This design comes from an exercise in tuning for small area and a short achievable clock period on the open sky130 flow, not from production work.
In this exercise RTL edits were held to simulation tests only and were not proved equivalent to the original.

## the previous run
Design FilterPipe, start of the top module:
module FilterPipe (
    input  wire         clk,
    input  wire         rst,
    input  wire         in_valid,
    input  wire [2:0]   op_code,
    input  wire [1:0]   matrix_size,
    input  wire [199:0] matrix_a,
    input  wire [199:0] matrix_b,
    input  wire [199:0] matrix_c,
    output reg          out_valid,
    output reg  [7:0]   result
);
Size in the first run: ~6,900 cells after synthesis, roughly 620 I/O pins, ~89,000 sq um of cells after synthesis.
export LEC_CHECK = 0
export CAP_MARGIN = 20
export CELL_PAD_IN_SITES_DETAIL_PLACEMENT = 1
export CORE_MARGIN = 2
export CORE_UTILIZATION = 40
export CTS_CLUSTER_DIAMETER = 60
export CTS_CLUSTER_SIZE = 20
export PLACE_DENSITY_LB_ADDON = 0.1
export SLEW_MARGIN = 20
export SYNTH_HIERARCHICAL = 1
create_clock -name core_clock -period 190.0 [get_ports {clk}]
standard.sh (not shown) runs the stock make flow with config.mk's settings and CLKGATE_MAP_FILE= SYNTH_SCRIPT=/design/flow/synth_recipe.tcl, a recipe that flattens the netlist after the stock synthesis.
==> flow/flow/run.sh <==
#!/bin/bash
# The standard layout (the standard.sh: ORFS synthesis to finish), with the
# port buffers that global placement inserts made sky130_fd_sc_hd__buf_1 cells
# instead of the cell buffer_ports picks by default.
set -euo pipefail
export BUFFER_PORTS_ARGS="-buffer_cell sky130_fd_sc_hd__buf_1"
bash standard.sh finish > standard.log 2>&1
Input-level comparison between the current run and the previous run:
Settings: GPL_TIMING_DRIVEN newly set to 0; CTS_CLUSTER_SIZE changed from 20 to 30; CTS_CLUSTER_DIAMETER changed from 60 to 80.
==> flow/flow/run.sh <==
#!/bin/bash
# The standard layout (the standard.sh: ORFS from synthesis to finish) with
# three changes:
#  - ABC maps the logic for a load of 1 (ABC_LOAD_IN_FF=1) instead of the
#    platform's 5, so it does not upsize the small AOI cells it maps;
#  - the buffers that ABC inserted are removed at floorplan
#    (REMOVE_ABC_BUFFERS=1, as global placement is not timing driven here);
#  - the port buffers that global placement inserts are sky130_fd_sc_hd__buf_1.
# make's output goes to standard.log; ORFS keeps each step's log under orfs/logs.
set -euo pipefail
export BUFFER_PORTS_ARGS="-buffer_cell sky130_fd_sc_hd__buf_1"
bash standard.sh ABC_LOAD_IN_FF=1 REMOVE_ABC_BUFFERS=1 finish > standard.log 2>&1
[summary]
Compared the previous run against the current run; total of fill cells in the finished design within noise.
Compared to the previous run, the current run was floorplanned on a smaller die.
Between the current run and the previous run, it is the current run whose total wire length is higher, by about 0.43%.
The previous run ended up with out_valid as its end point of the critical path; the current run ended up with result[4].
Critical path's largest stage delay, the current run and the previous run: larger value in the current run
Share of cells above drive strength 1, the current run and the previous run: lower on the current run
The via count of the current run was superior to that of the previous run.
Diff the current run and the previous run: number of well taps lower in the current run
Changes observed in the current run relative to the previous run: global routing usage summed across all routing layers rose 0.52 points, worst-margin pin slew rose 0.20 ns.

## the baseline
Starting RTL as in the previous note.
Settings: LEC_CHECK=0, CAP_MARGIN=20, CELL_PAD_IN_SITES_DETAIL_PLACEMENT=1, CORE_MARGIN=2, CORE_UTILIZATION=40, CTS_CLUSTER_DIAMETER=60, CTS_CLUSTER_SIZE=20, GPL_TIMING_DRIVEN=0, PLACE_DENSITY_LB_ADDON=0.1, SLEW_MARGIN=20, SYNTH_HIERARCHICAL=1; clock period 190.0 ns.
==> flow/flow/run.sh <==
#!/bin/bash
# The standard layout (the standard.sh: ORFS from synthesis to finish) with
# two changes: the buffers that ABC inserted are removed at floorplan
# (REMOVE_ABC_BUFFERS=1, as global placement is not timing driven here), and
# the port buffers that global placement inserts are sky130_fd_sc_hd__buf_1.
# make's output goes to standard.log; ORFS keeps each step's log under orfs/logs.
set -euo pipefail
export BUFFER_PORTS_ARGS="-buffer_cell sky130_fd_sc_hd__buf_1"
bash standard.sh REMOVE_ABC_BUFFERS=1 finish > standard.log 2>&1
The baseline finished all stages; the layout is clean.
[inputs] the candidate vs the baseline
# the baseline
export LEC_CHECK = 0
export CAP_MARGIN = 20
export CELL_PAD_IN_SITES_DETAIL_PLACEMENT = 1
export CORE_MARGIN = 2
export CORE_UTILIZATION = 40
export CTS_CLUSTER_DIAMETER = 60
export CTS_CLUSTER_SIZE = 20
export GPL_TIMING_DRIVEN = 0
export PLACE_DENSITY_LB_ADDON = 0.1
export SLEW_MARGIN = 20
export SYNTH_HIERARCHICAL = 1
create_clock -name core_clock -period 190.0 [get_ports {clk}]
# the candidate
export LEC_CHECK = 0
export CAP_MARGIN = 20
export CELL_PAD_IN_SITES_DETAIL_PLACEMENT = 1
export CORE_MARGIN = 2
export CORE_UTILIZATION = 40
export CTS_CLUSTER_DIAMETER = 80
export CTS_CLUSTER_SIZE = 30
export GPL_TIMING_DRIVEN = 0
export PLACE_DENSITY_LB_ADDON = 0.1
export SLEW_MARGIN = 20
export SYNTH_HIERARCHICAL = 1
create_clock -name core_clock -period 190.0 [get_ports {clk}]
Results
Met1 routing resource usage after global routing: the baseline vs the candidate — no meaningful difference. The baseline -> the candidate: count of buffers not belonging to the clock network in the layout delta 0, exact match. On first-pass GRT wire length, the baseline and the candidate are basically level. The candidate was carried through to the last stage, and its layout satisfied the timing, design-rule and antenna checks. Number of clock buffer instances in the layout is higher on the baseline. The synthesis-to-finish area growth of the candidate is lower than that of the baseline.

## what the ideal ports hide
The results above use ideal ports. As a check the final layouts listed here were re-extracted and re-timed, cells and wires unchanged.
Step 1 sets driving cells, clkbuf_16 on the clock port and buf_2 on the other inputs (assumed; they add their load-dependent delay and slew).
Step 2 also shifts input and output timing later by t, the mid clock arrival at the registers, as if the neighbouring blocks saw the same clock.
a / b / c = ideal / step 1 / step 2; a / b = the first two.
run	t, ns	setup slack, ns	cell pins on the clock port's net
the previous run	0.851	150.741 / 150.633 / 150.163	1
the current run	0.776	150.749 / 150.643 / 150.344	1
the baseline	0.813	150.785 / 150.679 / 150.358	1
the candidate	0.802	150.800 / 150.695 / 150.351	1
After both steps setup and hold are still met in every run listed. For the previous run, which loses most, drivers alone change the setup slack by -0.108 ns; drivers and shift together by -0.578 ns.
